Source: an optimization exercise on an open RTL-to-GDS flow (aim: small area). Production flows keep margins and buffers that such runs may drop.
Where RTL was checked, it was by simulation tests only, not by an equivalence proof against the original.
No activity file was given, so power comes from the tool's default toggle rates.

Setup of red:
==> flow/design.v <==
module mvm_uart_system (
    input  logic clk,
    input  logic rstn,
    input  logic rx,
    output logic tx
);
    localparam logic [1:0] M_RX = 2'd0, M_CMP = 2'd1, M_TX = 2'd2;
    logic [1:0] mode;
    logic [3:0] ph;      
    logic [7:0] cnt;     
    logic [1:0] bj;      
    logic [2:0] c;       
    logic [2:0] r;       
    logic       xp;      
    wire rx_mode  = (mode == M_RX);
    wire cmp_mode = (mode == M_CMP);
    wire tx_mode  = (mode == M_TX);
    wire cnt_zero = (cnt == 8'd0);
    wire [3:0] bitn = cnt[7:4];
    wire go = rx_mode  ? ~rx :
              cmp_mode ? ((ph[2:0] == 3'd0) & (ph[3] == r[0])) :
                         1'b1;
    wire last = (cnt[3:0] == 4'd15) &
                (bitn == (rx_mode ? 4'd8 : cmp_mode ? 4'd2 : 4'd9));
    wire rx_data = rx_mode & (bitn != 4'd0);
    wire rx_adv  = rx_data & (cnt[3:0] == 4'd15);
    wire wbase   = rx_data & (ph[2:0] == c);
    always_ff @(posedge clk or negedge rstn) begin
        if (!rstn) begin
            ph <= '0;
        end else begin
            ph <= ph + 4'd1;
        end
    end
    always_ff @(posedge clk or negedge rstn) begin
        if (!rstn) begin
            mode <= M_RX;
            cnt  <= '0;
            bj   <= '0;
            c    <= '0;
            r    <= '0;
            xp   <= 1'b0;
        end else begin
            if ((cnt_zero & ~go) | last)
                cnt <= '0;
            else
                cnt <= cnt + 8'd1;
            if (rx_adv) begin
                if (!xp) begin
                    if (bj == 2'd2) begin
                        bj <= '0;
                        c  <= c + 3'd1;
                        if (c == 3'd7) begin
                            r <= r + 3'd1;
                            if (r == 3'd7) xp <= 1'b1;
                        end
                    end else begin
                        bj <= bj + 2'd1;
                    end
                end else begin
                    bj <= bj + 2'd1;
                    if (bj == 2'd3) begin
                        c <= c + 3'd1;
                        if (c == 3'd7) begin
                            xp   <= 1'b0;
                            mode <= M_CMP;
                        end
                    end
                end
            end
            if (cmp_mode & last)
                mode <= M_TX;
            if (tx_mode & last) begin
                bj <= bj + 2'd1;
                if (bj == 2'd3) begin
                    r    <= r + 3'd1;
                    mode <= (r == 3'd7) ? M_RX : M_CMP;
                end
            end
        end
    end
    logic [15:0] kl [12];
    logic [7:0]  xl [4];
    logic [11:0] ktail;
    logic [3:0]  xc;
    genvar g;
    for (g = 0; g < 12; g++) begin : g_kloop
        wire we = wbase & ~xp & (ph[3] == r[0]) &
                  (r[2:1] == 2'(g / 3)) & (bj == 2'(g % 3));
        always_ff @(posedge clk)
            kl[g] <= {kl[g][14:0], we ? rx : kl[g][15]};
        assign ktail[g] = kl[g][15];
    end
    for (g = 0; g < 4; g++) begin : g_xloop
        wire we = wbase & xp & (bj == 2'(g));
        always_ff @(posedge clk)
            xl[g] <= {xl[g][6:0], we ? rx : xl[g][7]};
        assign xc[g] = xl[g][7];
    end
    logic [9:0] R;
    logic [2:0] krow;
    always_comb
        case (r[2:1])
            2'd0: krow = ktail[2:0];
            2'd1: krow = ktail[5:3];
            2'd2: krow = ktail[8:6];
            default: krow = ktail[11:9];
        endcase
    wire k      = cnt[5] ? krow[2] : cnt[4] ? krow[1] : krow[0];
    wire acc    = cmp_mode & ~cnt[3] & k;
    wire neg    = cnt[5];
    wire [3:0] op  = acc ? (xc ^ {4{neg}}) : 4'd0;
    wire       cin = acc & neg;
    wire [7:0] cin_v = cmp_mode & cnt_zero ? 8'd0 : R[9:2];
    wire [7:0] sum   = cin_v + {{4{op[3]}}, op} + {7'd0, cin};
    wire shift = (cmp_mode & (cnt[3:0] == 4'd8) & ~cnt[5]) |
                 (tx_mode & (cnt[3:0] == 4'd15) & (bitn != 4'd0) & (bitn != 4'd9));
    always_ff @(posedge clk) begin
        if (shift)
            R <= {R[9], R[9:1]};
        else
            R <= {sum, R[1:0]};
    end
    assign tx = ~tx_mode | (bitn == 4'd9) | ((bitn != 4'd0) & R[0]);
endmodule
==> flow/config.mk <==
export PLATFORM = sky130hd
export DESIGN_NAME = mvm_uart_system
export DESIGN_NICKNAME = mvm_uart_system
export VERILOG_FILES = /design/flow/design.v
export SDC_FILE = /design/flow/constraint.sdc
export NUM_CORES = 4
export LEC_CHECK = 0
export CAP_MARGIN = 20
export CORE_MARGIN = 2
export CORE_UTILIZATION = 40
export CTS_BUF_LIST = sky130_fd_sc_hd__clkbuf_8
export CTS_CLUSTER_DIAMETER = 60
export CTS_CLUSTER_SIZE = 20
export SLEW_MARGIN = 20
==> flow/constraint.sdc <==
create_clock -name core_clock -period 10.0 [get_ports {clk}]
set_input_delay 2.0000 -clock core_clock [delete_from_list [all_inputs] [get_ports {clk}]]
set_output_delay 2.0000 -clock core_clock [all_outputs]
set_load 0.01 [all_outputs]
run.sh (not shown) runs the stock make flow with config.mk's settings and CLKGATE_MAP_FILE= SYNTH_SCRIPT=/design/flow/synth_recipe.tcl, a recipe that flattens the netlist after the stock synthesis.
Here is what was changed in the inputs of blue compared with red.
--- a/flow/design.v
+++ b/flow/design.v
@@ -17,12 +17,13 @@
     wire tx_mode  = (mode == M_TX);
     wire cnt_zero = (cnt == 8'd0);
     wire [3:0] bitn = cnt[7:4];
     wire go = rx_mode  ? ~rx :
-              cmp_mode ? ((ph[2:0] == 3'd0) & (ph[3] == r[0])) :
-                         1'b1;
-    wire last = (cnt[3:0] == 4'd15) &
-                (bitn == (rx_mode ? 4'd8 : cmp_mode ? 4'd2 : 4'd9));
+              cmp_mode ? (ph == {r[0], 3'b000}) :
+                         (ph == 4'd0);
+    wire last = rx_mode  ? (cnt == 8'd143) :
+                cmp_mode ? (cnt == 8'd39) :
+                           (cnt == 8'd159);
     wire rx_data = rx_mode & (bitn != 4'd0);
     wire rx_adv  = rx_data & (cnt[3:0] == 4'd15);
     wire wbase   = rx_data & (ph[2:0] == c);
     always_ff @(posedge clk or negedge rstn) begin
@@ -97,29 +98,30 @@
             xl[g] <= {xl[g][6:0], we ? rx : xl[g][7]};
         assign xc[g] = xl[g][7];
     end
     logic [9:0] R;
-    logic [2:0] krow;
-    always_comb
-        case (r[2:1])
-            2'd0: krow = ktail[2:0];
-            2'd1: krow = ktail[5:3];
-            2'd2: krow = ktail[8:6];
-            default: krow = ktail[11:9];
-        endcase
-    wire k      = cnt[5] ? krow[2] : cnt[4] ? krow[1] : krow[0];
+    wire k      = ktail[{r[2:1], 2'b00} - {2'b00, r[2:1]} + {2'b00, cnt[5:4]}];
     wire acc    = cmp_mode & ~cnt[3] & k;
     wire neg    = cnt[5];
     wire [3:0] op  = acc ? (xc ^ {4{neg}}) : 4'd0;
     wire       cin = acc & neg;
     wire [7:0] cin_v = cmp_mode & cnt_zero ? 8'd0 : R[9:2];
     wire [7:0] sum   = cin_v + {{4{op[3]}}, op} + {7'd0, cin};
-    wire shift = (cmp_mode & (cnt[3:0] == 4'd8) & ~cnt[5]) |
+    wire shift = (cmp_mode & ((cnt == 8'd8) | (cnt == 8'd24))) |
                  (tx_mode & (cnt[3:0] == 4'd15) & (bitn != 4'd0) & (bitn != 4'd9));
     always_ff @(posedge clk) begin
         if (shift)
             R <= {R[9], R[9:1]};
         else
             R <= {sum, R[1:0]};
     end
-    assign tx = ~tx_mode | (bitn == 4'd9) | ((bitn != 4'd0) & R[0]);
+    always_comb begin
+        if (!tx_mode)
+            tx = 1'b1;
+        else if (bitn == 4'd0)
+            tx = cnt_zero & ~go;
+        else if (bitn == 4'd9)
+            tx = 1'b1;
+        else
+            tx = R[0];
+    end
 endmodule
Results
On die height, red tracks blue almost exactly. Of blue and red, the higher post-route worst setup slack belongs to red. In blue the share of synthesized area occupied by flip-flops and latches turned out 0.18 points lower than in red. As of blue, count of cell types in the netlist had fallen by more than 10% compared to red. Compare blue and red | period utilization higher: blue. blue vs red — total power per unit cell area dropped 18 nW/um^2. Re power share of the combinational group: red was higher than blue. Critical path's slowest cell: sky130_fd_sc_hd__or4_4 -> blue, sky130_fd_sc_hd__dfrtp_1 -> red. blue packs its core looser than red.
For red, only the layout was checked, not whether the RTL still works.

[re-timing with driven ports]
How much do the figures lean on ideal ports? The routed layouts below were timed once more, with nothing changed but the port constraints. Step 1 (the two cells are an assumption about what drives the block):
set clk [get_ports {clk}]
set_driving_cell -lib_cell sky130_fd_sc_hd__clkbuf_16 $clk
set_driving_cell -lib_cell sky130_fd_sc_hd__buf_2 [delete_from_list [all_inputs] $clk]
Step 2, shift: input delay + t, output delay - t, t = (earliest + latest rising clock arrival at the registers) / 2. This alone moves slack from input paths to output paths. Slacks: no drivers / after step 1 / after step 2; pairs: no drivers / after step 1.
| run | t, ns | setup WS [ns] | clock arrival spread, ns |
|---|---|---|---|
| red | 0.538 | 5.689 / 5.653 / 6.192 | 0.021 / 0.021 |
| blue | 0.539 | 5.094 / 5.058 / 5.531 | 0.027 / 0.028 |
After both steps every run listed still meets setup and hold.
